Source: an optimization exercise on an open RTL-to-GDS flow (aim: small area). Production flows keep margins and buffers that such runs may drop. Where RTL was checked, it was by simulation tests only, not by an equivalence proof against the original. For run 1, only the layout was checked, not whether the RTL still works. No activity file was given, so power comes from the tool's default toggle rates.

<file path="flow/design.v">
module atm
	    (
	    CLK,
	    RESET,
	    TARJETA_RECIBIDA,
	    TIPO_DE_TARJETA,
	    PIN,
	    DIGITO,
	    DIGITO_STB,
	    TIPO_TRANS,
	    MONTO,
	    MONTO_STB,
	    BALANCE_ACTUALIZADO,
	    ENTREGAR_DINERO,
	    FONDOS_INSUFICIENTES,
	    PIN_INCORRECTO,
	    ADVERTENCIA,
	    BLOQUEO
	    );
input
	CLK,
	RESET,			 
	TARJETA_RECIBIDA,
	TIPO_DE_TARJETA,	 
	DIGITO_STB,		 
	TIPO_TRANS,		 
	MONTO_STB;		 
input [15:0] PIN;		 
input [3:0] DIGITO;
input [31:0] MONTO;
output reg
	BALANCE_ACTUALIZADO,
	ENTREGAR_DINERO,
	FONDOS_INSUFICIENTES,
	PIN_INCORRECTO,
	ADVERTENCIA,
	BLOQUEO;
localparam [2:0]
	S_IDLE	= 3'd0,
	S_PIN0	= 3'd1,
	S_PIN1	= 3'd2,
	S_PIN2	= 3'd3,
	S_ID	= 3'd4,
	S_WD	= 3'd5,
	S_DEP	= 3'd6,
	S_BLK	= 3'd7;
reg [2:0] estado;
reg [31:0] BAL_lo;		 
reg [31:0] BAL_hi;		 
reg pendiente;			 
reg [1:0] Contador_PIN;		 
reg [11:0] PIN_usuario;		 
wire in_idle	= (estado == S_IDLE);
wire in_pin	= (estado == S_PIN0) | (estado == S_PIN1) | (estado == S_PIN2);
wire in_blk	= (estado == S_BLK);
wire in_wd	= (estado == S_WD);
wire in_dep	= (estado == S_DEP);
wire cuarto	= in_pin & DIGITO_STB & (Contador_PIN == 2'd3);
wire igual	= ({PIN_usuario, DIGITO} == PIN);
wire correcto	= cuarto & igual;
wire erroneo	= cuarto & ~igual;
wire [31:0] op	= in_wd ? ~MONTO : in_dep ? MONTO : {{31{in_idle}}, 1'b0};
wire [31:0] suma;
wire acarreo;
add32 u_suma (.a(BAL_lo), .b(op), .ci(pendiente), .s(suma), .co(acarreo));
wire resta	= in_wd | in_idle;	 
wire hi_m	= |BAL_hi[30:1];
wire hi_nz	= hi_m | BAL_hi[0] | BAL_hi[31];
wire fb_up	= BAL_hi[0] ^ BAL_hi[1] ^ BAL_hi[2] ^ BAL_hi[22] ^ ~(hi_m | BAL_hi[31]);
wire fb_dn	= BAL_hi[31] ^ BAL_hi[0] ^ BAL_hi[1] ^ BAL_hi[21] ^ ~(hi_m | BAL_hi[0]);
wire mayor	= hi_nz | acarreo;	 
wire cobra	= in_idle & TARJETA_RECIBIDA & TIPO_DE_TARJETA;
wire retira	= in_wd & MONTO_STB & mayor;
wire deposita	= in_dep & MONTO_STB;
wire limpia	= in_idle & ~TARJETA_RECIBIDA;
wire actualiza	= cobra | retira | deposita | in_pin;
wire sube	= actualiza & ~resta & acarreo;
wire baja	= actualiza & resta & ~acarreo;
reg [2:0] prox;
always @(*) begin
	prox = estado;
	case (estado)
		S_IDLE:	if (TARJETA_RECIBIDA) prox = S_PIN0;
		S_PIN0:	if (correcto) prox = S_ID; else if (erroneo) prox = S_PIN1;
		S_PIN1:	if (correcto) prox = S_ID; else if (erroneo) prox = S_PIN2;
		S_PIN2:	if (correcto) prox = S_ID; else if (erroneo) prox = S_BLK;
		S_ID:	prox = TIPO_TRANS ? S_WD : S_DEP;
		S_WD:	if (MONTO_STB) prox = S_IDLE;
		S_DEP:	if (MONTO_STB) prox = S_IDLE;
		default: prox = S_BLK;
	endcase
end
always @(posedge CLK) begin
	if (DIGITO_STB)
		PIN_usuario <= {PIN_usuario[7:0], DIGITO};
	if (~RESET | limpia) begin
		BAL_lo		<= 32'd0;
		BAL_hi		<= 32'd0;
		pendiente	<= 1'b0;
	end else begin
		if (actualiza) begin
			BAL_lo		<= suma[31:0];
			pendiente	<= retira;
		end
		if (sube)
			BAL_hi <= {fb_up, BAL_hi[31:1]};
		else if (baja)
			BAL_hi <= {BAL_hi[30:0], fb_dn};
	end
	if (~RESET) begin
		estado			<= S_IDLE;
		Contador_PIN		<= 2'd0;
		BALANCE_ACTUALIZADO	<= 1'b0;
		ENTREGAR_DINERO		<= 1'b0;
		FONDOS_INSUFICIENTES	<= 1'b0;
		PIN_INCORRECTO		<= 1'b0;
		ADVERTENCIA		<= 1'b0;
		BLOQUEO			<= 1'b0;
	end else begin
		estado <= prox;
		if (in_pin & DIGITO_STB)
			Contador_PIN <= Contador_PIN + 2'd1;
		BALANCE_ACTUALIZADO	<= cobra | retira | deposita;
		if (in_idle & TARJETA_RECIBIDA) begin
			ENTREGAR_DINERO		<= 1'b0;
			FONDOS_INSUFICIENTES	<= 1'b0;
		end
		if (retira)
			ENTREGAR_DINERO <= 1'b1;
		if (in_wd & MONTO_STB & ~mayor)
			FONDOS_INSUFICIENTES <= 1'b1;
		PIN_INCORRECTO	<= erroneo | in_blk;
		ADVERTENCIA	<= erroneo & (estado == S_PIN1);
		BLOQUEO		<= in_blk;
	end
end
endmodule
module add32(input [31:0] a, input [31:0] b, input ci, output [31:0] s, output co);
wire [31:0] p0 = a ^ b;
wire [31:0] g0 = a & b;
wire gz = g0[0] | (p0[0] & ci);
wire G1 = g0[1] | (p0[1] & gz);
wire P1 = p0[1] & p0[0];
wire G2 = g0[3] | (p0[3] & g0[2]);
wire P2 = p0[3] & p0[2];
wire G3 = g0[5] | (p0[5] & g0[4]);
wire P3 = p0[5] & p0[4];
wire G4 = g0[7] | (p0[7] & g0[6]);
wire P4 = p0[7] & p0[6];
wire G5 = g0[9] | (p0[9] & g0[8]);
wire P5 = p0[9] & p0[8];
wire G6 = g0[11] | (p0[11] & g0[10]);
wire P6 = p0[11] & p0[10];
wire G7 = g0[13] | (p0[13] & g0[12]);
wire P7 = p0[13] & p0[12];
wire G8 = g0[15] | (p0[15] & g0[14]);
wire P8 = p0[15] & p0[14];
wire G9 = g0[17] | (p0[17] & g0[16]);
wire P9 = p0[17] & p0[16];
wire G10 = g0[19] | (p0[19] & g0[18]);
wire P10 = p0[19] & p0[18];
wire G11 = g0[21] | (p0[21] & g0[20]);
wire P11 = p0[21] & p0[20];
wire G12 = g0[23] | (p0[23] & g0[22]);
wire P12 = p0[23] & p0[22];
wire G13 = g0[25] | (p0[25] & g0[24]);
wire P13 = p0[25] & p0[24];
wire G14 = g0[27] | (p0[27] & g0[26]);
wire P14 = p0[27] & p0[26];
wire G15 = g0[29] | (p0[29] & g0[28]);
wire P15 = p0[29] & p0[28];
wire G16 = g0[31] | (p0[31] & g0[30]);
wire P16 = p0[31] & p0[30];
wire G17 = g0[2] | (p0[2] & G1);
wire P17 = p0[2] & P1;
wire G18 = G2 | (P2 & G1);
wire P18 = P2 & P1;
wire G19 = g0[6] | (p0[6] & G3);
wire P19 = p0[6] & P3;
wire G20 = G4 | (P4 & G3);
wire P20 = P4 & P3;
wire G21 = g0[10] | (p0[10] & G5);
wire P21 = p0[10] & P5;
wire G22 = G6 | (P6 & G5);
wire P22 = P6 & P5;
wire G23 = g0[14] | (p0[14] & G7);
wire P23 = p0[14] & P7;
wire G24 = G8 | (P8 & G7);
wire P24 = P8 & P7;
wire G25 = g0[18] | (p0[18] & G9);
wire P25 = p0[18] & P9;
wire G26 = G10 | (P10 & G9);
wire P26 = P10 & P9;
wire G27 = g0[22] | (p0[22] & G11);
wire P27 = p0[22] & P11;
wire G28 = G12 | (P12 & G11);
wire P28 = P12 & P11;
wire G29 = g0[26] | (p0[26] & G13);
wire P29 = p0[26] & P13;
wire G30 = G14 | (P14 & G13);
wire P30 = P14 & P13;
wire G31 = g0[30] | (p0[30] & G15);
wire P31 = p0[30] & P15;
wire G32 = G16 | (P16 & G15);
wire P32 = P16 & P15;
wire G33 = g0[4] | (p0[4] & G18);
wire P33 = p0[4] & P18;
wire G34 = G3 | (P3 & G18);
wire P34 = P3 & P18;
wire G35 = G19 | (P19 & G18);
wire P35 = P19 & P18;
wire G36 = G20 | (P20 & G18);
wire P36 = P20 & P18;
wire G37 = g0[12] | (p0[12] & G22);
wire P37 = p0[12] & P22;
wire G38 = G7 | (P7 & G22);
wire P38 = P7 & P22;
wire G39 = G23 | (P23 & G22);
wire P39 = P23 & P22;
wire G40 = G24 | (P24 & G22);
wire P40 = P24 & P22;
wire G41 = g0[20] | (p0[20] & G26);
wire P41 = p0[20] & P26;
wire G42 = G11 | (P11 & G26);
wire P42 = P11 & P26;
wire G43 = G27 | (P27 & G26);
wire P43 = P27 & P26;
wire G44 = G28 | (P28 & G26);
wire P44 = P28 & P26;
wire G45 = g0[28] | (p0[28] & G30);
wire P45 = p0[28] & P30;
wire G46 = G15 | (P15 & G30);
wire P46 = P15 & P30;
wire G47 = G31 | (P31 & G30);
wire P47 = P31 & P30;
wire G48 = G32 | (P32 & G30);
wire P48 = P32 & P30;
wire G49 = g0[8] | (p0[8] & G36);
wire P49 = p0[8] & P36;
wire G50 = G5 | (P5 & G36);
wire P50 = P5 & P36;
wire G51 = G21 | (P21 & G36);
wire P51 = P21 & P36;
wire G52 = G22 | (P22 & G36);
wire P52 = P22 & P36;
wire G53 = G37 | (P37 & G36);
wire P53 = P37 & P36;
wire G54 = G38 | (P38 & G36);
wire P54 = P38 & P36;
wire G55 = G39 | (P39 & G36);
wire P55 = P39 & P36;
wire G56 = G40 | (P40 & G36);
wire P56 = P40 & P36;
wire G57 = g0[24] | (p0[24] & G44);
wire P57 = p0[24] & P44;
wire G58 = G13 | (P13 & G44);
wire P58 = P13 & P44;
wire G59 = G29 | (P29 & G44);
wire P59 = P29 & P44;
wire G60 = G30 | (P30 & G44);
wire P60 = P30 & P44;
wire G61 = G45 | (P45 & G44);
wire P61 = P45 & P44;
wire G62 = G46 | (P46 & G44);
wire P62 = P46 & P44;
wire G63 = G47 | (P47 & G44);
wire P63 = P47 & P44;
wire G64 = G48 | (P48 & G44);
wire P64 = P48 & P44;
wire G65 = g0[16] | (p0[16] & G56);
wire P65 = p0[16] & P56;
wire G66 = G9 | (P9 & G56);
wire P66 = P9 & P56;
wire G67 = G25 | (P25 & G56);
wire P67 = P25 & P56;
wire G68 = G26 | (P26 & G56);
wire P68 = P26 & P56;
wire G69 = G41 | (P41 & G56);
wire P69 = P41 & P56;
wire G70 = G42 | (P42 & G56);
wire P70 = P42 & P56;
wire G71 = G43 | (P43 & G56);
wire P71 = P43 & P56;
wire G72 = G44 | (P44 & G56);
wire P72 = P44 & P56;
wire G73 = G57 | (P57 & G56);
wire P73 = P57 & P56;
wire G74 = G58 | (P58 & G56);
wire P74 = P58 & P56;
wire G75 = G59 | (P59 & G56);
wire P75 = P59 & P56;
wire G76 = G60 | (P60 & G56);
wire P76 = P60 & P56;
wire G77 = G61 | (P61 & G56);
wire P77 = P61 & P56;
wire G78 = G62 | (P62 & G56);
wire P78 = P62 & P56;
wire G79 = G63 | (P63 & G56);
wire P79 = P63 & P56;
wire G80 = G64 | (P64 & G56);
wire P80 = P64 & P56;
wire [32:0] c;
assign c[0] = ci;
assign c[1] = gz;
assign c[2] = G1;
assign c[3] = G17;
assign c[4] = G18;
assign c[5] = G33;
assign c[6] = G34;
assign c[7] = G35;
assign c[8] = G36;
assign c[9] = G49;
assign c[10] = G50;
assign c[11] = G51;
assign c[12] = G52;
assign c[13] = G53;
assign c[14] = G54;
assign c[15] = G55;
assign c[16] = G56;
assign c[17] = G65;
assign c[18] = G66;
assign c[19] = G67;
assign c[20] = G68;
assign c[21] = G69;
assign c[22] = G70;
assign c[23] = G71;
assign c[24] = G72;
assign c[25] = G73;
assign c[26] = G74;
assign c[27] = G75;
assign c[28] = G76;
assign c[29] = G77;
assign c[30] = G78;
assign c[31] = G79;
assign c[32] = G80;
assign s = p0 ^ c[31:0];
assign co = c[32];
endmodule
</file>
<file path="flow/constraint.sdc">
create_clock -name core_clock -period 6.0 [get_ports {CLK}]
set_input_delay 1.2000 -clock core_clock [delete_from_list [all_inputs] [get_ports {CLK}]]
set_output_delay 1.2000 -clock core_clock [all_outputs]
set_load 0.01 [all_outputs]
</file>
<file path="flow/run.sh">
#!/bin/bash
# synth_recipe.tcl (not shown) runs the flow's synth.tcl, then flattens the netlist and writes it again
# the make line also repeats each setting of config.mk as NAME=value (left out here)
make -C /OpenROAD-flow-scripts/flow DESIGN_CONFIG=/design/flow/config.mk WORK_HOME=/design/flow/orfs CLKGATE_MAP_FILE= SYNTH_SCRIPT=/design/flow/synth_recipe.tcl finish
</file>
<file path="flow/config.mk">
export PLATFORM = sky130hd
export DESIGN_NAME = atm
export DESIGN_NICKNAME = atm
export VERILOG_FILES = /design/flow/design.v
export SDC_FILE = /design/flow/constraint.sdc
export NUM_CORES = 4
export LEC_CHECK = 0
export CAP_MARGIN = 20
export CORE_MARGIN = 2
export CORE_UTILIZATION = 40
export SLEW_MARGIN = 20
</file>
==> results.tsv, run 1 <==
metric	value	unit
H-tree Lvls	3	
Post-synth EDFFs	12	
Post-synth top cells	nand2_1 (192), dfxtp_1 (76), a21oi_1 (53)	
GPL Wtd Cong	0.864	
CTS Root Cell	clkbuf_16	
critical-path maximum fanout	34	
TritonCTS clock tree	done	
Nets	887	
Yosys reg bits	88	
DP Area	6480	µm²
via count	5364	
initial antenna violation count	0	
Worst R2R End	BAL_hi[28]	
CP Launch Point	MONTO[0]	
reg2reg start	estado[0]	
Yosys top cell by area	dfxtp_1	
setup violators final	0	
Reg2Reg Depth	13	
Multi-input gate area	3580	µm²
Die W	123	µm
largest cells by area after synthesis	dfxtp_1 (27%), nand2_1 (13%), ha_1 (6.8%)	
WL/cell	14.7	µm
RSZ-0062 raised after global routing	false	
storage element area	1880	µm²
most numerous cell in the Yosys netlist	nand2_1	
max cap viols	0	
status	timing/DRC/antenna clean	
fin area	6750	µm²
Synth top area share	26.6	%
clk buf depth	2	
DRT antenna net count	0	
Total Wirelength	14300	µm
Die ar.	15200	µm²
Cell Rows	43	
min Tclk post-route	5.01	ns
core area	13900	µm²
synth unique cells	51	
Worst Setup EP	BAL_hi[28]	
hold_buf cts	0	
Fillers	1330	
clock latency (worst-skew pair)	0.35	ns
R2R setup slack	1.19	ns
Die Y	123	µm
crit path capture type	register	
Num CTS Buffers	9	
vias in the first global route	4963	
Post-CTS Setup Bufs	0	
syn_nets	845	
synthesis-to-finish area growth	18.1	%
Hold Path Class	reg -> reg	
Port Buffers	64	
CP required	6.22	ns
fin crit share	83.5	%
GR Overflow Total	0	
syn avg cell area	7.62	µm²
Peak VDD IR	0.185	mV
Hold Vio Cnt, Final	0	
Tot Pwr	2440	µW
top_reg_cell synth	dfxtp_1	
Seq/Total Area, Yosys	33.0	%
Max Fclk	0.200	GHz
Critical Path AT	5.22	ns
DRC	0	
relative slew slack	41.8	%
Syn Inst Count	749	
Synth Cell Area	5710	µm²
final clock skew	0.00592	ns
Total Routing Usage GR	19.4	%
I/O pins	65	
Starting Density	41.0	%
Syn. warnings	1	
Worst Tran Pin Value	0.873	ns
startpoint types	input port	
first-pass GRT wire length	23600	µm
Cell Pwr Density	361	nW/µm²
asr flop ratio synth	0	%
post-CTS resize count	0	
# clock sinks	88	
final core occ	48.4	%
fraction of final layout cells sized beyond drive strength 1	4.27	%
n_diodes	0	
Leak Pwr	0.00250	µW
kind of critical path	in -> reg	
DR pass1 iterations	6	
largest net degree at the start of global routing	50	
fin. max-slew vios	0	
detailed placement HPWL	10100	µm
clock-pin transition on the worst setup and hold timing paths	0.06	ns
vias per inst	5.50	
Iteration-0 DRC Markers	380	
Setup TNS	0	ns
==> final cells by class <==
class / count / area share (%)
clock inverters: 7 / 0.575
inverters: 18 / 1.00
flip-flops and latches: 88 / 27.9
multi-input cells: 599 / 53.1
repair buffers: 75 / 10.7
well taps: 180 / 3.34
clock buffers: 9 / 3.34
==> report_power, final <==
group	internal (µW)	leakage, µW	total, µW	switching (µW)
Sequential	688	0.000736	758	69.5
Clock	275	0.000120	511	236
Combinational	491	0.00165	1170	677
==> metal layers <==
metal | wire (µm) | vias to the layer above | global-route usage, %
met5 | 0 | - | 0
met4 | 191 | 0 | 6.04
met3 | 668 | 15 | 3.87
met2 | 6650 | 122 | 31.4
met1 | 6790 | 2493 | 25.9
li1 | - | 2734 | -
==> critical path: stages <==
cell and delay (ns):
clkdlybuf4s50_1 0.47, nand2_1 0.04, o21ai_0 0.06, and2_1 0.16, fa_1 0.16, inv_1 0.05
fa_1 0.39, nand2b_1 0.21, a211oi_2 0.28, o2111ai_1 0.23, a2111oi_4 0.63, o211ai_4 0.17
a221o_1 0.59, buf_4 0.35, o21ai_1 0.17, a31oi_1 0.05
==> flip-flops by register name, indices dropped and copies added (netlist names) <==
register,count
BAL_hi,32
BAL_lo,32
PIN_usuario,12
estado,3
Contador_PIN,2
ADVERTENCIA,1
BALANCE_ACTUALIZADO,1
BLOQUEO,1
ENTREGAR_DINERO,1
FONDOS_INSUFICIENTES,1
PIN_INCORRECTO,1
pendiente,1
==> worst min-delay path by stage <==
| stage | from | endpoint | slack [ns] | cells after the start |
|---|---|---|---|---|
| after detailed placement | BAL_lo[12] | BAL_lo[12] | 0.45 | 2 |
| after global routing | BAL_lo[12] | BAL_lo[12] | 0.48 | 2 |
| final | BAL_lo[12] | BAL_lo[12] | 0.46 | 2 |
| after global placement | BAL_lo[12] | BAL_lo[12] | 0.44 | 2 |
| after CTS | BAL_lo[12] | BAL_lo[12] | 0.46 | 2 |
| after floorplan | BAL_lo[13] | BAL_lo[13] | 0.44 | 2 |
==> placed cells by master, fill, tap and decap left out, types with 13 or more instances in the layout <==
cell	instances
clkdlybuf4s50_1	64
nor4_1	13
a21oi_1	53
nand2_1	192
dfxtp_1	76
nand3_1	24
o21ai_1	21
xnor2_1	19
a31oi_1	23
nor2_1	21
xor2_1	23
ha_1	31
inv_1	18
o21ai_0	49
==> metrics by stage <==
stage               hold WS (ns)  setup WS, ns  std cells
floorplan                  0.436          1.84        749
global placement           0.444         0.782        960
detailed placement         0.450         0.643        960
CTS                        0.459         0.989        976
global route               0.480         0.650        976
finish                     0.459         0.993        976
==> cells by family (layout without fill, tap and decap cells) <==
group	count (synthesis)	count (layout)	share of synthesized area, %
AOI/OAI and AO/OA	217	217	24.0
DFF	88	88	33.0
xor gates and xnor gates	42	42	6.44
adders and majority gates	37	37	8.90
and+or+nand+nor	302	302	23.1
buffers and inverters	62	109	4.40
muxes	1	1	0.175
==> inputs of run 2 (changes only) <==
--- a/flow/design.v
+++ b/flow/design.v
@@ -36,14 +36,14 @@
 	ADVERTENCIA,
 	BLOQUEO;
 localparam [2:0]
-	S_IDLE	= 3'd0,
-	S_PIN0	= 3'd1,
-	S_PIN1	= 3'd2,
-	S_PIN2	= 3'd3,
-	S_ID	= 3'd4,
-	S_WD	= 3'd5,
-	S_DEP	= 3'd6,
-	S_BLK	= 3'd7;
+	S_IDLE	= 3'b000,
+	S_PIN0	= 3'b001,
+	S_PIN1	= 3'b011,
+	S_PIN2	= 3'b010,
+	S_ID	= 3'b100,
+	S_WD	= 3'b101,
+	S_DEP	= 3'b110,
+	S_BLK	= 3'b111;
 reg [2:0] estado;
 reg [31:0] BAL_lo;		 
 reg [31:0] BAL_hi;		 
@@ -51,7 +51,7 @@
 reg [1:0] Contador_PIN;		 
 reg [11:0] PIN_usuario;		 
 wire in_idle	= (estado == S_IDLE);
-wire in_pin	= (estado == S_PIN0) | (estado == S_PIN1) | (estado == S_PIN2);
+wire in_pin	= ~estado[2] & (estado[1] | estado[0]);
 wire in_blk	= (estado == S_BLK);
 wire in_wd	= (estado == S_WD);
 wire in_dep	= (estado == S_DEP);
@@ -59,11 +59,12 @@
 wire igual	= ({PIN_usuario, DIGITO} == PIN);
 wire correcto	= cuarto & igual;
 wire erroneo	= cuarto & ~igual;
-wire [31:0] op	= in_wd ? ~MONTO : in_dep ? MONTO : {{31{in_idle}}, 1'b0};
+wire usa_monto	= (in_wd | in_dep) & MONTO_STB;
+wire resta	= (in_wd & MONTO_STB) | in_idle;	 
+wire [31:0] op	= ({32{usa_monto}} & MONTO) ^ {{31{resta}}, in_wd & MONTO_STB};
 wire [31:0] suma;
 wire acarreo;
 add32 u_suma (.a(BAL_lo), .b(op), .ci(pendiente), .s(suma), .co(acarreo));
-wire resta	= in_wd | in_idle;	 
 wire hi_m	= |BAL_hi[30:1];
 wire hi_nz	= hi_m | BAL_hi[0] | BAL_hi[31];
 wire fb_up	= BAL_hi[0] ^ BAL_hi[1] ^ BAL_hi[2] ^ BAL_hi[22] ^ ~(hi_m | BAL_hi[31]);
@@ -71,11 +72,18 @@
 wire mayor	= hi_nz | acarreo;	 
 wire cobra	= in_idle & TARJETA_RECIBIDA & TIPO_DE_TARJETA;
 wire retira	= in_wd & MONTO_STB & mayor;
+wire rechaza	= in_wd & MONTO_STB & ~mayor;
 wire deposita	= in_dep & MONTO_STB;
-wire limpia	= in_idle & ~TARJETA_RECIBIDA;
-wire actualiza	= cobra | retira | deposita | in_pin;
-wire sube	= actualiza & ~resta & acarreo;
-wire baja	= actualiza & resta & ~acarreo;
+wire limpia	= ~RESET | (in_idle & ~TARJETA_RECIBIDA);
+wire guarda	= rechaza | (in_idle & ~TIPO_DE_TARJETA);
+wire sube	= ~guarda & ~resta & acarreo;
+wire baja	= ~guarda & resta & ~acarreo;
+wire h_up	= ~limpia & sube;
+wire h_dn	= ~limpia & baja;
+wire h_keep	= ~limpia & ~sube & ~baja;
+wire [31:0] hi_prox = ({32{h_up}} & {fb_up, BAL_hi[31:1]}) |
+		      ({32{h_dn}} & {BAL_hi[30:0], fb_dn}) |
+		      ({32{h_keep}} & BAL_hi);
 reg [2:0] prox;
 always @(*) begin
 	prox = estado;
@@ -93,19 +101,15 @@
 always @(posedge CLK) begin
 	if (DIGITO_STB)
 		PIN_usuario <= {PIN_usuario[7:0], DIGITO};
-	if (~RESET | limpia) begin
+	BAL_hi <= hi_prox;
+	if (limpia) begin
 		BAL_lo		<= 32'd0;
-		BAL_hi		<= 32'd0;
 		pendiente	<= 1'b0;
 	end else begin
-		if (actualiza) begin
-			BAL_lo		<= suma[31:0];
+		if (~guarda) begin
+			BAL_lo		<= suma;
 			pendiente	<= retira;
 		end
-		if (sube)
-			BAL_hi <= {fb_up, BAL_hi[31:1]};
-		else if (baja)
-			BAL_hi <= {BAL_hi[30:0], fb_dn};
 	end
 	if (~RESET) begin
 		estado			<= S_IDLE;
@@ -127,7 +131,7 @@
 		end
 		if (retira)
 			ENTREGAR_DINERO <= 1'b1;
-		if (in_wd & MONTO_STB & ~mayor)
+		if (rechaza)
 			FONDOS_INSUFICIENTES <= 1'b1;
 		PIN_INCORRECTO	<= erroneo | in_blk;
 		ADVERTENCIA	<= erroneo & (estado == S_PIN1);
==> flow/flow/run.sh (new file) <==
#!/bin/bash
# Standard layout, with smaller port buffers, no dummy clock loads and
# the standard CTS arguments otherwise.
set -euo pipefail
export BUFFER_PORTS_ARGS="-buffer_cell sky130_fd_sc_hd__buf_1"
export CTS_ARGS="-sink_clustering_enable -repair_clock_nets -dont_use_dummy_load -buf_list sky130_fd_sc_hd__clkbuf_4 -root_buf sky130_fd_sc_hd__clkbuf_8"
bash standard.sh finish > standard_flow.log 2>&1
==> flow/standard.sh (new file) <==
#!/bin/bash
# synth_recipe.tcl (not shown) runs the flow's synth.tcl, then flattens the netlist and writes it again
# the make line also repeats each setting of config.mk as NAME=value (left out here)
make -C /OpenROAD-flow-scripts/flow DESIGN_CONFIG=/design/flow/config.mk WORK_HOME=/design/flow/orfs CLKGATE_MAP_FILE= SYNTH_SCRIPT=/design/flow/synth_recipe.tcl "${@:-finish}"
--- a/flow/config.mk
+++ b/flow/config.mk
@@ -7,5 +7,5 @@
 export LEC_CHECK = 0
 export CAP_MARGIN = 20
 export CORE_MARGIN = 2
-export CORE_UTILIZATION = 40
+export CORE_UTILIZATION = 65
 export SLEW_MARGIN = 20
removed: flow/run.sh
==> results.tsv, run 2 <==
metric	value	unit	change
routed length on met1	5130	µm	-24%
synth unique cells	52		+2.0%
Nets	760		-14%
Syn. warnings	1		unchanged
slowest library cell on the worst path	nor2_2		
Iteration-0 DRC Markers	148		-61%
WL/cell	15.0	µm	+2.5%
Leak Pwr	0.00245	µW	-2.1%
Post-synth EDFFs	12		unchanged
asr flop ratio synth	0	%	unchanged
Reg2Reg Depth	16		+3
CP peak stage delay	0.53	ns	-0.10 ns
reg2reg start	estado[1]		
min Tclk post-route	5.04	ns	+0.0372 ns
core area	8180	µm²	-41%
setup violators final	0		unchanged
Seq/Total Area, Yosys	34.3	%	+1.4 points
Peak VDD IR	0.418	mV	+130%
first-pass GRT wire length	19500	µm	-18%
synthesis-to-finish area growth	7.99	%	
Total Routing Usage GR	26.6	%	+7.2 points
Logic pwr share	66.3	%	+18 points
Post-synth top cells	dfxtp_1 (76), nand2_1 (65), nor2_1 (47)		
status	timing/DRC/antenna clean		
CP required	6.24	ns	+0.02 ns
Hold Path Class	reg -> reg		
Cell Pwr Density	558	nW/µm²	+55%
Buffers & Inverters on Critical Path	3		unchanged
DRT antenna net count	0		unchanged
GPL Wtd Cong	0.900		+4.2%
Psw	1520	µW	+54%
final std cells w/o fill	767		-21%
max cap viols	0		unchanged
detailed placement HPWL	8350	µm	-17%
GR Overflow Total	0		unchanged
WHS Path Cells	0		-2
clock latency (worst-skew pair)	0.36	ns	about the same
final clock skew	0.0241	ns	+0.0181 ns
Cell Rows	33		-23%
routed length on met3	791	µm	+18%
DR pass1 iterations	4		-2
kind of critical path	in -> reg		
critical-path maximum fanout	32		-5.9%
Die Y	95.8	µm	-22%
fin crit share	84.1	%	+0.62 points
Syn Inst Count	609		-19%
Num CTS Buffers	9		unchanged
I/O pins	65		unchanged
highest routed layer	met4		
Setup TNS	0	ns	unchanged
# clock sinks	88		unchanged
initial antenna violation count	0		unchanged
Critical Path AT	5.28	ns	+0.06 ns
vias per inst	5.88		+7.0%
crit path capture type	register		
register share of total power	23.8	%	-7.3 points
CTS Root Cell	clkbuf_8		
endpoint of the worst hold path	PIN_usuario[8]		
DP Worst Slack	0.583	ns	-0.0598 ns
Synth top area share	27.8	%	+1.1 points
clock-pin transition on the worst setup and hold timing paths	0.10	ns	+0.04 ns
Top Registers	BAL_hi: 32 flops, BAL_lo: 32 flops, PIN_usuario: 12 flops		
Yosys reg bits	88		unchanged
Hold WS	0.466	ns	+0.00772 ns
R2R setup slack	1.25	ns	+0.06 ns
clk buf depth	2		unchanged
Pint	1790	µW	+23%
Synth Cell Area	5480	µm²	-4.0%
startpoint types	input port		
vias in the first global route	4415		-11%
RSZ-0062 raised after global routing	false		
top cell family by delay on the critical path	compound AO/OA/AOI/OAI gates		
Fillers	705		-47%
Post-CTS Setup Bufs	0		unchanged
largest cells by area after synthesis	dfxtp_1 (28%), xnor2_1 (7.4%), ha_1 (7.1%)		
Hold Startpoint	PIN_usuario[4]		
DRC	0		unchanged
TritonCTS clock tree	done		
post-CTS resize count	0		unchanged
most frequent cells in the layout	dfxtp_1 (76), nand2_1 (65), buf_1 (64), xnor2_1 (46), nor2_1 (45)		
via count	4511		-16%
n_diodes	0		unchanged
Starting Density	67.0	%	+26 points
largest net degree at the start of global routing	33		-34%
H-tree Lvls	3		unchanged
relative slew slack	47.9	%	+6.1 points
top_reg_cell synth	dfxtp_1		
Hold Vio Cnt, Final	0		unchanged
commonest non-fill, non-tap cell in the layout	dfxtp_1		
Die ar.	9180	µm²	-40%
hold_buf cts	0		unchanged
crit-path cells	buf_1 -> nand2_1 -> nor2_2 -> buf_4 -> nand2_1 -> xnor2_1 -> ha_1 -> a21oi_1 -> nand2_1 -> a221oi_1 -> a21oi_1 -> or2_2 -> a21oi_1 -> and2_1 -> a211oi_2 -> buf_4 -> a221o_1		
setup ws final	0.955	ns	-0.0372 ns
fin. max-slew vios	0		unchanged
syn_nets	705		-17%
most numerous cell in the Yosys netlist	dfxtp_1		
Worst Tran Pin Value	0.781	ns	-0.0913 ns
syn avg cell area	9.00	µm²	+18%
Port Buffers	64		unchanged
fraction of final layout cells sized beyond drive strength 1	5.14	%	+0.86 points
Max Fclk	0.198	GHz	-0.74%
Routed met2 length	5420	µm	-19%
Placed Instances	758		-21%
clock share of power	9.9	%	-11 points
Die W	95.8	µm	-22%
Total Wirelength	11500	µm	-19%
Worst R2R End	BAL_hi[27]		
Yosys top cell by area	dfxtp_1		
sw frac	45.9	%	+5.6 points
[run 2: cell types whose count changed after synthesis, moves of 11 or more]
cell | before | now
o21ai_0 | 50 | 24
nor2_1 | 21 | 47
a21oi_1 | 53 | 32
and2_1 | 4 | 36
clkbuf_1 | 28 | 17
nand2_1 | 192 | 65
o21ai_1 | 21 | 0
a22oi_1 | 12 | 0
mux2i_1 | 1 | 16
nand3_1 | 24 | 11
a31oi_1 | 23 | 1
a221o_1 | 2 | 32
xnor2_1 | 19 | 46
[run 2: layout make-up]
type | count | area [µm²] | share of cell area (%)
multi-input combinational | 480 | 3420 | 57.9
inverter | 11 | 41.3 | 0.698
timing repair buffer | 74 | 315 | 5.33
sequential | 88 | 1880 | 31.8
clock buffer | 9 | 124 | 2.09
tap | 105 | 131 | 2.22
[run 2: worst max-delay path by stage]
stage / from / to / slack (ns) / depth (start not counted)
after floorplan: MONTO_STB / BAL_hi[10] / 1.12 / 17
after global placement: MONTO_STB / BAL_hi[8] / 0.79 / 17
after detailed placement: MONTO_STB / BAL_hi[6] / 0.58 / 17
after CTS: MONTO_STB / BAL_hi[3] / 0.94 / 17
after global routing: MONTO_STB / BAL_hi[1] / 0.59 / 16
final: MONTO_STB / BAL_hi[27] / 0.96 / 17
[run 2: worst register-to-register path, delay by kind of cell (launching register included)]
family                   cells  cell delay [ns]
XOR/XNOR                     2             0.34
flip-flops                   1             0.61
adder cells (fa/ha/maj)      1             0.36
AO/OA/AOI/OAI                6             1.52
buffers and inverters        2             0.50
AND/OR/NAND/NOR              5             1.32
[run 2: cell families (layout without fill, tap and decap cells)]
logic type	Yosys count	in the layout	share of synthesized area (%)
XOR/XNOR	75	75	12.0
AND/OR/NAND/NOR	217	217	19.9
adder cells (fa/ha/maj)	37	37	9.27
AO/OA/AOI/OAI	135	135	18.1
flip-flops	88	88	34.3
buffers and inverters	41	94	3.52
multiplexers	16	16	2.92
[run 2: metal layers]
metal / global-route usage [%] / up-vias
li1: - / 2276
met1: 34.6 / 2071
met2: 43.9 / 145
met3: 5.17 / 19
met4: 9.64 / 0
met5: 0 / -
[run 2: stage by stage]
| stage | utilization, % | power (µW) | area (µm²) |
|---|---|---|---|
| after floorplan | - | 2590 | 5480 |
| after global placement | 70.9 | 2890 | 5790 |
| after detailed placement | 70.9 | 2970 | 5790 |
| after CTS | 72.4 | 3310 | 5920 |
| after global routing | 72.4 | 3610 | 5920 |
| final | 72.4 | 3310 | 5920 |
[run 2: power groups by stage]
stage | logic (µW) | registers (µW) | clock network [µW]
after CTS | 2190 | 785 | 333
final | 2190 | 785 | 329
after global placement | 2100 | 792 | 0
after detailed placement | 2170 | 798 | 0
after floorplan | 1830 | 755 | 0
after global routing | 2460 | 800 | 356
==> inputs of run 3 (changes only) <==
==> flow/flow/run.sh (replaced) <==
#!/bin/bash
# Standard layout with three changes:
#  * synthesis is the standard flow's own script, but ABC maps with an area-oriented
#    script (flow/abc_map.script: no delay-optimal mapping, no buffering or
#    sizing inside ABC; the layout's repair steps size for timing instead);
#  * the port buffers are the smallest buffer;
#  * the clock tree uses small clock buffers and no dummy loads.
set -euo pipefail
W=$(pwd)
cat > "$W/flow_synth.tcl" <<EOT
proc abc {args} {
  set i [lsearch -exact \$args -script]
  if {\$i >= 0} { lset args [expr {\$i + 1}] $W/flow/abc_map.script }
  yosys abc {*}\$args
}
source $W/synth_recipe.tcl
EOT
sed "s#SYNTH_SCRIPT=[^ ]*#SYNTH_SCRIPT=$W/flow_synth.tcl#" standard.sh > flow_standard.sh
grep -q "SYNTH_SCRIPT=$W/flow_synth.tcl" flow_standard.sh
export BUFFER_PORTS_ARGS="-buffer_cell sky130_fd_sc_hd__buf_1"
export CTS_ARGS="-sink_clustering_enable -repair_clock_nets -dont_use_dummy_load -buf_list sky130_fd_sc_hd__clkbuf_4 -root_buf sky130_fd_sc_hd__clkbuf_8"
bash flow_standard.sh finish > standard_flow.log 2>&1
==> flow/flow/abc_map.script (new file) <==
&get -n
&st
&dch
&nf -R 1000
&st
&syn2
&if -g -K 6
&synch2
&nf -R 1000
&st
&syn2
&if -g -K 6
&synch2
&nf -R 1000
&st
&syn2
&if -g -K 6
&synch2
&nf -R 1000
&st
&syn2
&if -g -K 6
&synch2
&nf -R 1000
&st
&syn2
&if -g -K 6
&synch2
&nf -R 1000
&put
topo
stime -c
==> results.tsv, run 3 <==
metric	value	unit	change
CP required	6.23	ns	about the same
DP Worst Slack	-0.0114	ns	-0.595 ns
detailed placement HPWL	7560	µm	-9.4%
Starting Density	67.9	%	+0.86 points
via count	4311		-4.4%
Top cell by count, worst path	nand2_1		
Worst Tran Pin Value	0.826	ns	+0.0450 ns
Nets	746		-1.8%
Multi-input gate area	3040	µm²	-11%
vias in the first global route	4167		-5.6%
CTS Root Cell	clkbuf_8		
max cap viols	0		unchanged
top cell family by delay on the critical path	simple AND/OR/NAND/NOR gates		
synthesis-to-finish area growth	13.4	%	
kind of critical path	in -> reg		
first-pass GRT wire length	18300	µm	-5.7%
critical path depth	28		+11
asr flop ratio synth	0	%	unchanged
synth unique cells	35		-33%
Post-CTS Setup Bufs	0		unchanged
setup ws final	0.478	ns	-0.477 ns
hold_buf cts	0		unchanged
largest cells by area after synthesis	dfxtp_1 (31%), xnor2_1 (8.3%), ha_1 (7.8%)		
commonest non-fill, non-tap cell in the layout	nand2_1		
reg2reg start	estado[1]		
Peak VDD IR	0.324	mV	-22%
Cell Pwr Density	553	nW/µm²	-1.0%
GR Overflow Total	0		unchanged
Num CTS Buffers	9		unchanged
GPL Wtd Cong	0.853		-5.3%
startpoint types	input port		
Yosys reg bits	88		unchanged
DR pass1 iterations	10		+6
Worst Setup EP	BAL_hi[27]		
TritonCTS clock tree	done		
Die W	91.5	µm	-4.5%
Die Y	91.5	µm	-4.5%
Hold Path Class	reg -> reg		
syn avg cell area	8.81	µm²	-2.1%
min Tclk post-route	5.52	ns	+0.477 ns
largest net degree at the start of global routing	33		unchanged
slowest library cell on the worst path	fa_1		
Fillers	563		-20%
initial antenna violation count	0		unchanged
Syn. warnings	1		unchanged
fraction of final layout cells sized beyond drive strength 1	5.71	%	+0.57 points
n_diodes	0		unchanged
RSZ-0062 raised after global routing	false		
CP Launch Point	MONTO_STB		
Reg2Reg Depth	28		+12
Post-synth EDFFs	12		unchanged
final clock skew	0.0284	ns	+0.00429 ns
syn_nets	661		-6.2%
Setup TNS	0	ns	unchanged
Iteration-0 DRC Markers	293		+98%
DP Area	5520	µm²	-4.8%
Max Fclk	0.181	GHz	-8.6%
Post-synth top cells	nand2_1 (100), dfxtp_1 (76), xnor2_1 (47)		
Yosys top cell by area	dfxtp_1		
Syn Inst Count	565		-7.2%
I/O pins	65		unchanged
crit path capture type	register		
most numerous cell in the Yosys netlist	nand2_1		
clock latency (worst-skew pair)	0.36	ns	about the same
Top Registers	BAL_hi: 32 flops, BAL_lo: 32 flops, PIN_usuario: 12 flops		
WL/cell	14.1	µm	-6.1%
DRC	0		unchanged
fin. max-slew vios	0		unchanged
vias per inst	5.77		-1.9%
top_reg_cell synth	dfxtp_1		
Synth top area share	30.6	%	+2.8 points
CP peak stage delay	0.44	ns	-0.09 ns
fin area	5640	µm²	-4.6%
core area	7330	µm²	-10%
Total Routing Usage GR	26.5	%	-0.11 points
status	timing/DRC/antenna clean		
final std cells w/o fill	747		-2.6%
critical-path maximum fanout	32		unchanged
setup violators final	0		unchanged
# clock sinks	88		unchanged
Buffers & Inverters on Critical Path	4		+1
H-tree Lvls	3		unchanged
Total Wirelength	10500	µm	-8.5%
Synth Cell Area	4980	µm²	-9.2%
Leak Pwr	0.00222	µW	-9.6%
Hold Vio Cnt, Final	0		unchanged
Cell Rows	31		-6.1%
clk buf depth	2		unchanged
R2R setup slack	0.72	ns	-0.53 ns
final core occ	77.0	%	+4.6 points
Seq/Total Area, Yosys	37.8	%	+3.5 points
storage element area	1880	µm²	unchanged
most frequent cells in the layout	nand2_1 (98), dfxtp_1 (76), buf_1 (64), xnor2_1 (46), clkinv_1 (43)		
Critical Path AT	5.75	ns	+0.47 ns
Port Buffers	64		unchanged
fin crit share	92.0	%	+8.0 points
clock-pin transition on the worst setup and hold timing paths	0.09	ns	about the same
Worst R2R End	BAL_hi[27]		
DRT antenna net count	0		unchanged
relative slew slack	44.9	%	-3.0 points
Placed Instances	738		-2.6%
Die ar.	8370	µm²	-8.8%
==> run 3: changes by cell type after synthesis, moves of 11 or more <==
cell | before | now
nor2_1 | 47 | 27
a21oi_1 | 32 | 43
clkinv_1 | 0 | 43
mux2i_1 | 16 | 0
inv_1 | 11 | 0
a221o_1 | 32 | 0
and2_1 | 36 | 0
nand2_1 | 65 | 100
clkbuf_1 | 17 | 0
a222oi_1 | 0 | 32
==> run 3: logic make-up after synthesis <==
| group | Yosys count | share of synthesized area (%) |
|---|---|---|
| adders and majority gates | 37 | 10.2 |
| buffers and inverters | 43 | 3.24 |
| AOI/OAI and AO/OA | 131 | 18.4 |
| DFF | 88 | 37.8 |
| xor gates and xnor gates | 77 | 13.5 |
| and+or+nand+nor | 189 | 16.8 |
==> run 3: layout make-up <==
class | instances | share of cell area [%]
inverters | 43 | 2.86
repair buffers | 74 | 5.59
clock buffers | 9 | 2.19
multi-input cells | 434 | 53.8
well taps | 99 | 2.19
flip-flops and latches | 88 | 33.3
==> run 3: stage by stage <==
stage                     total power [µW]  hold slack, ns
after floorplan                       2390           0.436
after global placement                2730           0.441
after detailed placement              2790           0.450
after CTS                             3120           0.454
after global routing                  3430           0.470
final                                 3120           0.452
==> run 3: per-layer routing <==
layer	global-route usage (%)	wire, µm	vias up
li1	-	-	2187
met1	35.3	4910	1996
met2	43.8	4900	112
met3	5.31	561	16
met4	7.32	177	0
met5	0	0	-
==> run 3: what timing repair did <==
| item | 4_1_cts | 5_1_grt |
|---|---|---|
| endpoints found under the setup margin | 0 | 16 |
| resized for setup | 0 | 1 |
| endpoints found under the hold margin | 0 | 0 |
==> run 3: report_power, final <==
group	switching (µW)	total [µW]	internal, µW	leakage [µW]
Clock	183	318	135	0.0000647
Sequential	87.0	783	696	0.000737
Combinational	1140	2020	877	0.00142
==> run 3: how the worst min path moves through the flow <==
stage | start | end | slack (ns) | depth (start not counted)
global route | PIN_usuario[6] | PIN_usuario[10] | 0.47 | 0
global placement | BAL_lo[27] | BAL_lo[27] | 0.44 | 2
detailed placement | BAL_lo[17] | BAL_lo[17] | 0.45 | 2
CTS | PIN_usuario[6] | PIN_usuario[10] | 0.45 | 0
finish | PIN_usuario[6] | PIN_usuario[10] | 0.45 | 0
floorplan | BAL_lo[20] | BAL_lo[20] | 0.44 | 2
==> inputs of run 4 (changes only) <==
==> flow/flow/abc_map.script (replaced) <==
&get -n
&st
&deepsyn -T 60
&dch -f
&nf -R 1000
&st
&syn3
&dch -f
&nf -R 1000
&put
==> results.tsv, run 4 <==
metric	value	unit	change
complex-gate fraction of the synthesized area	23.0	%	+4.6 points
Post-CTS Setup Bufs	175		+175
largest cells by area after synthesis	dfxtp_1 (34%), ha_1 (8.7%), edfxtp_1 (8.1%)		
Syn. warnings	1		unchanged
status	did not finish		
most numerous cell in the Yosys netlist	dfxtp_1		
CTS Root Cell	clkbuf_8		
Syn Inst Count	476		-16%
Fail Step	clock tree synthesis (4_1_cts)		
# clock sinks	88		unchanged
Synth Cell Area	4450	µm²	-11%
synth unique cells	35		unchanged
detailed placement HPWL	7240	µm	-4.2%
DP Worst Slack	-3.22	ns	-3.20 ns
mux contribution to synthesized area	0.450	%	+0.45 points
syn_nets	572		-13%
main combinational cell family by area after synthesis	compound AO/OA/AOI/OAI gates		
Yosys reg bits	88		unchanged
hold_buf cts	0		unchanged
syn avg cell area	9.35	µm²	+6.1%
Die W	86.7	µm	-5.2%
I/O pins	65		unchanged
Post-synth EDFFs	12		unchanged
GPL Wtd Cong	0.825		-3.3%
Seq/Total Area, Yosys	42.3	%	+4.5 points
clk buf depth	2		unchanged
Yosys top cell by area	dfxtp_1		
post-CTS resize count	36		+36
H-tree Lvls	3		unchanged
Die Y	86.7	µm	-5.2%
Post-synth top cells	dfxtp_1 (76), nand2_1 (63), o21ai_0 (50)		
Num CTS Buffers	9		unchanged
fraction of the mapped netlist area in adder cells	11.4	%	+1.2 points
Port Buffers	64		unchanged
DP Area	5320	µm²	-3.6%
Synth top area share	34.2	%	+3.6 points
asr flop ratio synth	0	%	unchanged
top_reg_cell synth	dfxtp_1		
Err	[ERROR DPL-0038] Utilization greater than 100%, impossible to legalize		
Cell Rows	30		-3.2%
Post-Synth Simple-Gate Area	14.5	%	-2.4 points
Starting Density	66.2	%	-1.7 points
xor/xnor share of the synthesized area	4.53	%	-9.0 points
## run 4: cell types whose count changed after synthesis, moves of 6 or more
cell      change
nand2_1      -37
a21oi_1      -35
xnor2_1      -33
o21ai_0      +32
xor2_1       -21
o31ai_1      +17
nand3_1      -15
nor3_1       +15
a21o_1       -12
nor2_1       -12
o21a_1       +12
a211oi_1      -7
a21boi_0      -6
## run 4: how the worst max path moves through the flow
stage | to | cells after the start | slack, ns
3_5_place_dp | BAL_hi[5] | 47 | -3.22
3_3_place_gp | BAL_hi[14] | 47 | -2.85
2_1_floorplan | BAL_hi[30] | 46 | -3.50
## run 4: power groups by stage
stage / sequential (µW) / clock (µW) / combinational [µW]
2_1_floorplan: 712 / 0 / 377
3_3_place_gp: 716 / 0 / 577
3_5_place_dp: 720 / 0 / 609
## run 4: metrics by stage
step                      total power (µW)  hold WS, ns  std cells  TNS, ns  utilization, %
after detailed placement              1330        0.450        672  -205.84            79.2
after global placement                1290        0.440        672  -185.07            79.2
after floorplan                       1090        0.432        476  -209.53               -
## run 4: cell families after synthesis
| kind of cell | after synthesis |
|---|---|
| and+or+nand+nor | 138 |
| AOI/OAI and AO/OA | 142 |
| xor gates and xnor gates | 23 |
| muxes | 2 |
| buffers and inverters | 46 |
| adders and majority gates | 37 |
| DFF | 88 |
==> inputs of run 5 (changes only) <==
==> flow/flow/abc_map.script (replaced) <==
&get -n
&st
&syn3
&dch -f
&nf -R 1000
&st
&syn3
&dch -f
&nf -R 1000
&st
&syn2
&dch -f
&nf -R 1000
&put
==> results.tsv, run 5 <==
metric	value	unit	change
Die Y	88.9	µm	+2.4%
status	did not finish		
Starting Density	68.1	%	+1.9 points
Yosys reg bits	88		unchanged
Post-synth EDFFs	12		unchanged
I/O pins	65		unchanged
synth unique cells	34		-2.9%
Die W	88.9	µm	+2.4%
Yosys top cell by area	dfxtp_1		
DP Area	5590	µm²	+5.1%
Port Buffers	64		unchanged
Err	[ERROR DPL-0038] Utilization greater than 100%, impossible to legalize		
most numerous cell in the Yosys netlist	a21oi_1		
largest cells by area after synthesis	dfxtp_1 (33%), a21oi_1 (9.2%), ha_1 (8.3%)		
top_reg_cell synth	dfxtp_1		
Syn. warnings	1		unchanged
Post-synth top cells	a21oi_1 (86), dfxtp_1 (76), clkinv_1 (45)		
CTS Root Cell	clkbuf_8		
Syn Inst Count	515		+8.2%
# clock sinks	88		unchanged
Seq/Total Area, Yosys	40.2	%	-2.1 points
Synth Cell Area	4680	µm²	+5.2%
detailed placement HPWL	7690	µm	+6.2%
Fail Step	global routing (5_1_grt)		
Synth top area share	32.5	%	-1.7 points
Num CTS Buffers	9		unchanged
Worst EP post-GRT repair	BAL_hi[28]$_DFF_P_/D		
syn_nets	611		+6.8%
Worst EP Category	sequential cell input		
largest net degree at the start of global routing	33		
Cell Rows	30		unchanged
GPL Wtd Cong	0.843		+2.2%
H-tree Lvls	3		unchanged
syn avg cell area	9.09	µm²	-2.8%
clk buf depth	2		unchanged
hold_buf cts	0		unchanged
asr flop ratio synth	0	%	unchanged
## run 5: cell count changes after synthesis, sizes merged, moves of 10 or more
cell,before,now
a21oi,8,86
nand2,63,18
nor2,15,40
o21ai,50,28
o31ai,17,0
a211oi,0,14
or2,0,11
xnor2,14,24
## run 5: timing repair
| action | 4_1_cts |
|---|---|
| pin swaps | 36 |
| cloned | 3 |
| resized for setup | 50 |
| setup buffers | 49 |
| endpoints found under the setup margin | 68 |
| endpoints found under the hold margin | 0 |
## run 5: cells by family after synthesis
family | after synthesis | share of synthesized area (%)
compound gates | 182 | 24.7
xor+xnor | 38 | 7.11
fa+ha+maj | 37 | 10.9
buf+inv | 45 | 3.61
flops | 88 | 40.2
mux | 4 | 0.856
simple gates | 121 | 12.6
## run 5: how the worst max path moves through the flow
stage,from,to,slack [ns],depth (start not counted)
4_1_cts,MONTO[0],BAL_hi[31],-1.73,44
3_5_place_dp,MONTO_STB,BAL_hi[31],-2.49,43
3_3_place_gp,MONTO_STB,BAL_hi[26],-2.17,44
2_1_floorplan,MONTO_STB,BAL_hi[30],-2.96,40
## run 5: power by group through the flow
stage	Clock [µW]	Combinational, µW	Sequential, µW
after floorplan	0	414	691
after global placement	0	589	694
after detailed placement	0	614	698
after CTS	327	859	685
## run 5: stage by stage
stage               setup WS (ns)  setup TNS, ns  instances
detailed placement          -2.49        -155.74        726
floorplan                   -2.96        -162.73        515
global placement            -2.17        -138.83        726
CTS                         -1.73        -103.69        786
==> inputs of run 6 (changes only) <==
==> flow/flow/abc_map.script (replaced) <==
&get -n
&st
&syn2
&dch -f
&nf -R 1000
&st
&syn2
&dch -f
&nf -R 1000
&st
&syn2
&dch -f
&nf -R 1000
&put
==> results.tsv, run 6 <==
metric	value	unit	change
status	timing/DRC/antenna clean		
Nets	714		
DRT antenna net count	0		
detailed placement HPWL	7140	µm	-7.1%
CP Launch Point	MONTO_STB		
largest net degree at the start of global routing	61		
Psw	696	µW	
# clock sinks	88		unchanged
final clock skew	0.0255	ns	
CP peak stage delay	0.38	ns	
Syn. warnings	1		unchanged
startpoint types	input port		
vias in the first global route	3859		
min Tclk post-route	5.62	ns	
H-tree Lvls	3		unchanged
first-pass GRT wire length	17000	µm	
DRC	0		
Max Fclk	0.178	GHz	
DP Area	5460	µm²	-2.3%
slowest library cell on the worst path	a222oi_1		
Seq/Total Area, Yosys	38.8	%	-1.4 points
clk buf depth	2		unchanged
Post-synth EDFFs	12		unchanged
Num CTS Buffers	9		unchanged
Die Y	90.4	µm	+1.7%
initial antenna violation count	0		
largest cells by area after synthesis	dfxtp_1 (31%), xnor2_1 (10%), ha_1 (8.0%)		
Peak VDD IR	0.243	mV	
most numerous cell in the Yosys netlist	dfxtp_1		
clock share of power	16.9	%	
vias per inst	5.74		
DR pass1 iterations	7		
Leak Pwr	0.00207	µW	
core area	7250	µm²	
fin area	5610	µm²	
fin. max-slew vios	0		
TritonCTS clock tree	done		
Top Registers	BAL_hi: 32 flops, BAL_lo: 32 flops, PIN_usuario: 12 flops		
Fillers	541		
asr flop ratio synth	0	%	unchanged
Yosys top cell by area	dfxtp_1		
critical-path maximum fanout	32		
Port Buffers	64		unchanged
relative slew slack	53.6	%	
hold_buf cts	0		unchanged
clock latency (worst-skew pair)	0.36	ns	
max cap viols	0		
CTS Root Cell	clkbuf_8		
Hold Startpoint	ENTREGAR_DINERO		
syn_nets	627		+2.6%
final core occ	77.4	%	
Die W	90.4	µm	+1.7%
fraction of final layout cells sized beyond drive strength 1	6.49	%	
Synth Cell Area	4850	µm²	+3.7%
Iteration-0 DRC Markers	299		
Setup TNS	0	ns	
sw frac	37.2	%	
Starting Density	66.9	%	-1.2 points
kind of critical path	in -> reg		
Cell Rows	31		+3.3%
Die ar.	8170	µm²	
fin crit share	93.6	%	
Critical Path AT	5.84	ns	
RSZ-0062 raised after global routing	false		
most frequent cells in the layout	dfxtp_1 (76), buf_1 (64), xnor2_1 (56), nand2_1 (54), clkinv_1 (43)		
Total Routing Usage GR	25.0	%	
synth unique cells	34		unchanged
top_reg_cell synth	dfxtp_1		
Post-synth top cells	dfxtp_1 (76), nand2_1 (58), xnor2_1 (56)		
GR Overflow Total	0		
via count	4105		
Hold Vio Cnt, Final	0		
syn avg cell area	9.14	µm²	+0.54%
Cell Pwr Density	333	nW/µm²	
n_diodes	0		
register share of total power	37.8	%	
Total Wirelength	10100	µm	
Pint	1170	µW	
Syn Inst Count	531		+3.1%
clock-pin transition on the worst setup and hold timing paths	0.09	ns	
Synth top area share	31.4	%	-1.1 points
I/O pins	65		unchanged
Logic pwr share	45.4	%	
GPL Wtd Cong	0.826		-2.1%
synthesis-to-finish area growth	15.7	%	
setup violators final	0		
reg2reg start	estado[0]		
Worst Tran Pin Value	0.697	ns	
Hold Path Class	reg -> reg		
CP required	6.22	ns	
commonest non-fill, non-tap cell in the layout	dfxtp_1		
Yosys reg bits	88		unchanged
WL/cell	14.2	µm	
crit path capture type	register		
-- run 6: cell types whose count changed after synthesis, moves of 7 or more --
| cell | delta |
|---|---|
| o21a_1 | -7 |
| xor2_1 | +7 |
| a21oi_1 | -45 |
| or2_0 | -8 |
| nor3_1 | -9 |
| nand2_1 | +40 |
| xnor2_1 | +32 |
-- run 6: timing repair --
item,in CTS,in global routing
setup buffers,0,0
gates resized for setup,0,4
endpoints found under the setup margin,0,64
-- run 6: critical path, delay by kind of cell --
family / cells / cell delay, ns
AND/OR/NAND/NOR: 12 / 1.65
adder cells (fa/ha/maj): 2 / 0.57
buffers and inverters: 6 / 0.75
AO/OA/AOI/OAI: 10 / 1.64
-- run 6: logic make-up (layout without fill, tap and decap cells) --
logic type	count (synthesis)	in the layout	share of synthesized area (%)
AO/OA/AOI/OAI	128	128	18.1
flip-flops	88	88	38.8
multiplexers	6	6	1.24
buffers and inverters	44	128	3.40
XOR/XNOR	77	77	13.9
AND/OR/NAND/NOR	151	152	14.1
adder cells (fa/ha/maj)	37	37	10.5
-- run 6: worst paths after layout --
path / slack, ns / to / depth (start not counted)
max reg2reg: 0.66 / BAL_hi[10] / 29
min reg2reg: 0.47 / ENTREGAR_DINERO / 2
min: 0.47 / ENTREGAR_DINERO / 2
max: 0.38 / BAL_hi[10] / 30
-- run 6: cell type report --
cell class	instances	area, µm²	share of cell area [%]
clock buffer	9	124	2.21
inverter	44	166	2.96
multi-input combinational	400	2970	52.8
sequential	88	1880	33.5
tap	99	124	2.21
timing repair buffer	75	352	6.26
-- run 6: metrics by stage --
step | hold slack (ns) | power, µW | instances | setup slack [ns]
floorplan | 0.435 | 1380 | 531 | -0.306
global placement | 0.446 | 1520 | 705 | 0.119
detailed placement | 0.459 | 1550 | 705 | -0.133
CTS | 0.476 | 1870 | 714 | 0.223
global route | 0.494 | 2010 | 715 | 0.0170
finish | 0.468 | 1870 | 715 | 0.383
-- run 6: power groups by stage --
stage | registers [µW] | clock network (µW) | logic [µW]
after floorplan | 708 | 0 | 673
after global placement | 715 | 0 | 801
after detailed placement | 719 | 0 | 828
after CTS | 706 | 324 | 836
after global routing | 714 | 343 | 953
final | 706 | 316 | 848
-- run 6: per-layer routing --
metal | vias up | GRT usage, % | wire length (µm)
met2 | 98 | 41.8 | 4830
met4 | 0 | 7.82 | 122
met1 | 1907 | 33.4 | 4720
li1 | 2090 | - | -
met5 | - | 0 | 0
met3 | 10 | 4.26 | 453
==> inputs of run 7 (changes only) <==
==> flow/flow/abc_map.script (replaced) <==
&get -n
&st
&syn3
&dch -f
&nf -R 1000
&st
&syn3
&dch -f
&nf -R 1000
&st
&syn2
&dch -f
&nf -R 1000
&put
--- a/flow/config.mk
+++ b/flow/config.mk
@@ -7,5 +7,5 @@
 export LEC_CHECK = 0
 export CAP_MARGIN = 20
 export CORE_MARGIN = 2
-export CORE_UTILIZATION = 65
+export CORE_UTILIZATION = 55
 export SLEW_MARGIN = 20
==> results.tsv, run 7 <==
metric	value	unit	change
top cell family by delay on the critical path	compound AO/OA/AOI/OAI gates		
min Tclk post-route	8.46	ns	+2.85 ns
TritonCTS clock tree	done		
kind of critical path	in -> reg		
setup violators final	68		+68
Nets	848		+19%
DR pass1 iterations	10		+3
Max Fclk	0.118	GHz	-34%
core area	8220	µm²	+13%
clk buf depth	2		unchanged
RSZ-0062 raised after global routing	true		
synthesis-to-finish area growth	49.7	%	
Cell Rows	33		+6.5%
slowest library cell on the worst path	a222oi_1		
startpoint types	input port		
Syn. warnings	1		unchanged
Synth top area share	32.5	%	+1.1 points
Fillers	456		-16%
asr flop ratio synth	0	%	unchanged
DRT antenna net count	0		unchanged
H-tree Lvls	3		unchanged
syn avg cell area	9.09	µm²	-0.54%
CTS Root Cell	clkbuf_8		
detailed placement HPWL	7500	µm	+4.9%
commonest non-fill, non-tap cell in the layout	buf_4		
most frequent cells in the layout	buf_4 (143), dfxtp_1 (76), a21oi_1 (72), buf_1 (62), clkinv_1 (43)		
hold_buf cts	0		unchanged
Iteration-0 DRC Markers	481		+61%
Synth Cell Area	4680	µm²	-3.5%
Die Y	96.2	µm	+6.5%
first-pass GRT wire length	23100	µm	+35%
Total Wirelength	18000	µm	+78%
Num CTS Buffers	9		unchanged
initial antenna violation count	0		unchanged
fraction of final layout cells sized beyond drive strength 1	31.9	%	+25 points
SO Viols	negative setup slack		
Die W	96.2	µm	+6.5%
final clock skew	0.0242	ns	-0.00125 ns
crit path capture type	register		
Leak Pwr	0.00291	µW	+40%
Syn Inst Count	515		-3.0%
Peak VDD IR	0.228	mV	-5.9%
CP required	6.23	ns	about the same
Worst Tran Pin Value	1.07	ns	+0.369 ns
clock latency (worst-skew pair)	0.37	ns	about the same
relative slew slack	28.9	%	-25 points
Yosys top cell by area	dfxtp_1		
Port Buffers	64		unchanged
syn_nets	611		-2.6%
critical-path maximum fanout	8		-75%
fin area	7000	µm²	+25%
Buffers & Inverters on Critical Path	5		-1
fin. max-slew vios	0		unchanged
DP Worst Slack	-2.39	ns	-2.25 ns
GR Overflow Total	0		unchanged
Top cell by count, worst path	o21a_1		
max cap viols	0		unchanged
DP Area	5620	µm²	+2.8%
setup ws final	-2.46	ns	-2.85 ns
WL/cell	21.0	µm	+48%
top_reg_cell synth	dfxtp_1		
Yosys reg bits	88		unchanged
Die ar.	9260	µm²	+13%
vias in the first global route	4821		+25%
most numerous cell in the Yosys netlist	a21oi_1		
Post-synth EDFFs	12		unchanged
# clock sinks	88		unchanged
vias per inst	6.35		+11%
Starting Density	57.0	%	-9.9 points
largest cells by area after synthesis	dfxtp_1 (33%), a21oi_1 (9.2%), ha_1 (8.3%)		
CP peak stage delay	0.43	ns	+0.05 ns
I/O pins	65		unchanged
Total Routing Usage GR	32.8	%	+7.8 points
n_diodes	0		unchanged
Post-synth top cells	a21oi_1 (86), dfxtp_1 (76), clkinv_1 (45)		
Critical Path AT	8.69	ns	+2.85 ns
Cell Pwr Density	301	nW/µm²	-9.4%
Top Registers	BAL_hi: 32 flops, BAL_lo: 32 flops, PIN_usuario: 12 flops		
clock-pin transition on the worst setup and hold timing paths	0.10	ns	about the same
status	complete, but fails checks		
fin crit share	141	%	+47 points
largest net degree at the start of global routing	36		-41%
Hold Vio Cnt, Final	0		unchanged
Seq/Total Area, Yosys	40.2	%	+1.4 points
DRC	0		unchanged
synth unique cells	34		unchanged
GPL Wtd Cong	0.773		-6.4%
Hold Path Class	reg -> reg		
via count	5433		+32%
==> run 7: path summary, 6_finish.rpt <==
kind | depth (start not counted) | end | start | slack, ns
hold / removal | 0 | PIN_usuario[11] | PIN_usuario[7] | 0.44
setup reg to reg | 43 | BAL_hi[7] | estado[1] | -2.17
setup / recovery | 43 | BAL_hi[7] | MONTO_STB | -2.46
hold reg to reg | 0 | PIN_usuario[11] | PIN_usuario[7] | 0.44
==> run 7: what timing repair did <==
action	in CTS	in global routing
gates cloned	3	4
buffers inserted	90	20
gates resized for setup	48	41
endpoints found under the setup margin	68	68
pin swaps	31	46
==> run 7: final cells by class <==
class                      instances  area [µm²]  area share (%)
sequential                        88        1880            26.9
clock buffer                       9         124            1.77
multi-input combinational        382        3020            43.1
tap                              105         131            1.88
timing repair buffer             226        1670            23.9
inverter                          45         171            2.45
==> run 7: stage by stage <==
stage / utilization, % / TNS (ns) / std cells / hold slack, ns / total power (µW)
after global routing: 85.2 / -165.45 / 855 / 0.446 / 2190
after global placement: 68.3 / -138.85 / 738 / 0.441 / 1290
after detailed placement: 68.4 / -147.03 / 738 / 0.443 / 1310
after CTS: 81.2 / -101.55 / 840 / 0.442 / 1890
after floorplan: - / -162.73 / 515 / 0.435 / 1100
final: 85.2 / -150.91 / 855 / 0.440 / 2110
==> run 7: kinds of logic after synthesis <==
logic type               synth area share (%)
AO/OA/AOI/OAI                            24.7
AND/OR/NAND/NOR                          12.6
flip-flops                               40.2
buffers and inverters                    3.61
XOR/XNOR                                 7.11
adder cells (fa/ha/maj)                  10.9
multiplexers                            0.856
==> run 7: routing by layer <==
| metal | vias up | wire, µm | track usage, % |
|---|---|---|---|
| li1 | 2397 | - | - |
| met1 | 2519 | 6500 | 37.1 |
| met2 | 384 | 8580 | 57.3 |
| met3 | 133 | 1420 | 6.66 |
| met4 | 0 | 1480 | 18.2 |
| met5 | - | 0 | 0 |
==> run 7: power by group <==
part,leakage (µW),internal (µW),switching [µW]
Clock,0.0000647,135,217
Combinational,0.00210,576,485
Sequential,0.000737,650,46.9
Total,0.00291,1360,749
==> inputs of run 8 (changes only) <==
==> flow/flow/abc_map.script (replaced) <==
&get -n
&st
&deepsyn -T 60
&dch -f
&nf
&put
==> results.tsv, run 8 <==
metric	value	unit	change
initial antenna violation count	0		unchanged
Die W	95.1	µm	-1.2%
Total Routing Usage GR	23.1	%	-9.7 points
Synth Cell Area	4570	µm²	-2.4%
# clock sinks	88		unchanged
CTS Root Cell	clkbuf_8		
vias per inst	5.67		-11%
critical-path maximum fanout	16		+8
clock-pin transition on the worst setup and hold timing paths	0.06	ns	-0.04 ns
GR Overflow Total	0		unchanged
Hold WS	0.460	ns	+0.0202 ns
largest net degree at the start of global routing	33		-8.3%
Placed Instances	696		-5.7%
asr flop ratio synth	0	%	unchanged
Synth top area share	33.3	%	+0.80 points
status	complete, but fails checks		
final core occ	71.5	%	-14 points
GPL Wtd Cong	0.856		+11%
CP peak stage delay	0.37	ns	-0.06 ns
Cell Rows	33		unchanged
top_reg_cell synth	dfxtp_1		
via count	4115		-24%
Leak Pwr	0.00263	µW	-9.5%
kind of critical path	in -> reg		
Peak VDD IR	0.227	mV	-0.86%
first-pass GRT wire length	16500	µm	-28%
Worst Tran Pin Value	1.04	ns	-0.0273 ns
synth unique cells	41		+21%
core area	8130	µm²	-1.0%
Nets	719		-15%
Post-synth EDFFs	12		unchanged
Num CTS Buffers	9		unchanged
most numerous cell in the Yosys netlist	dfxtp_1		
CP required	6.23	ns	about the same
Starting Density	56.1	%	-0.81 points
fraction of final layout cells sized beyond drive strength 1	15.8	%	-16 points
DP Area	5370	µm²	-4.4%
Die Y	95.1	µm	-1.2%
syn avg cell area	9.47	µm²	+4.3%
Hold Path Class	reg -> reg		
Top cell by count, worst path	o21a_1		
Max Fclk	0.123	GHz	+3.9%
Hold Vio Cnt, Final	0		unchanged
largest cells by area after synthesis	dfxtp_1 (33%), ha_1 (8.5%), edfxtp_1 (7.9%)		
setup ws final	-2.14	ns	+0.318 ns
Yosys top cell by area	dfxtp_1		
I/O pins	65		unchanged
n_diodes	0		unchanged
DRT antenna net count	0		unchanged
TritonCTS clock tree	done		
DRC	0		unchanged
Total Wirelength	10400	µm	-42%
fin area	5810	µm²	-17%
Top Registers	BAL_hi: 32 flops, BAL_lo: 32 flops, PIN_usuario: 12 flops		
commonest non-fill, non-tap cell in the layout	dfxtp_1		
max cap viols	0		unchanged
clock latency (worst-skew pair)	0.36	ns	about the same
H-tree Lvls	3		unchanged
startpoint types	input port		
Port Buffers	64		unchanged
WL/cell	14.4	µm	-32%
most frequent cells in the layout	dfxtp_1 (76), nand2_1 (63), buf_1 (63), buf_4 (51)		
setup violators final	68		unchanged
Critical Path AT	8.38	ns	-0.31 ns
final std cells w/o fill	726		-15%
Syn. warnings	1		unchanged
slowest library cell on the worst path	nor4b_4		
fin crit share	136	%	-5.3 points
Cell Pwr Density	334	nW/µm²	+11%
Iteration-0 DRC Markers	146		-70%
Yosys reg bits	88		unchanged
min Tclk post-route	8.14	ns	-0.318 ns
synthesis-to-finish area growth	27.3	%	
vias in the first global route	3764		-22%
Syn Inst Count	482		-6.4%
Seq/Total Area, Yosys	41.2	%	+0.99 points
relative slew slack	30.1	%	+1.3 points
RSZ-0062 raised after global routing	true		
crit path capture type	register		
Tot Pwr	1940	µW	-8.1%
SO Viols	negative setup slack		
Post-synth top cells	dfxtp_1 (76), nand2_1 (64), o21ai_0 (45)		
final clock skew	0.0260	ns	+0.00179 ns
clk buf depth	2		unchanged
syn_nets	578		-5.4%
DR pass1 iterations	4		-6
detailed placement HPWL	6970	µm	-7.0%
fin. max-slew vios	0		unchanged
Die ar.	9050	µm²	-2.3%
[run 8: stage by stage]
stage	setup slack, ns	setup TNS (ns)
2_1_floorplan	-2.90	-182.81
3_3_place_gp	-2.75	-167.05
3_5_place_dp	-2.81	-170.94
4_1_cts	-2.14	-135.50
5_1_grt	-2.51	-166.87
6_report	-2.14	-141.08
[run 8: worst paths after layout]
kind	startpoint	end	slack, ns	depth (start not counted)
setup reg to reg	estado[2]	BAL_hi[31]	-1.69	42
hold reg to reg	BAL_lo[27]	BAL_lo[27]	0.46	2
setup / recovery	MONTO_STB	BAL_hi[31]	-2.14	41
hold / removal	BAL_lo[27]	BAL_lo[27]	0.46	2
[run 8: where the power goes]
group	switching (µW)	leakage, µW	internal, µW	total (µW)
combinational	429	0.00183	445	875
sequential	58.3	0.000736	690	748
clock	182	0.0000647	134	317
[run 8: layout make-up]
| type | count | area [µm²] |
|---|---|---|
| clock buffer | 9 | 124 |
| fill | 663 | 2320 |
| inverter | 24 | 90.1 |
| multi-input combinational | 371 | 2720 |
| sequential | 88 | 1880 |
| tap | 105 | 131 |
| timing repair buffer | 129 | 865 |
[run 8: routing by layer]
metal / wire length (µm) / GRT usage, %
met1: 5020 / 31.0
met3: 388 / 3.72
met5: 0 / 0
met4: 157 / 8.94
met2: 4880 / 37.3
[run 8: repair_timing]
item | 4_1_cts | 5_1_grt
cloned | 3 | 3
hold buffers | 0 | 0
setup buffers | 6 | 12
resized for setup | 9 | 25
endpoints found under the setup margin | 68 | 68
pin swaps | 3 | 31
[run 8: critical path: cells and delay by family]
family	cells	cell delay, ns
compound gates	30	5.35
fa+ha+maj	1	0.27
buf+inv	4	0.57
simple gates	6	0.98
[run 8: logic make-up after synthesis]
logic type,synth area share [%]
flops,41.2
buf+inv,1.97
simple gates,13.0
compound gates,30.0
fa+ha+maj,11.1
xor+xnor,2.68

Re-timed with assumed drivers on the ports (clkbuf_16 on the clock, buf_2 on other inputs), run 8 has -2.147 ns of setup slack against -2.145 ns with ideal ports, and -2.527 ns once port delays also move by the mid clock arrival of 0.380 ns.
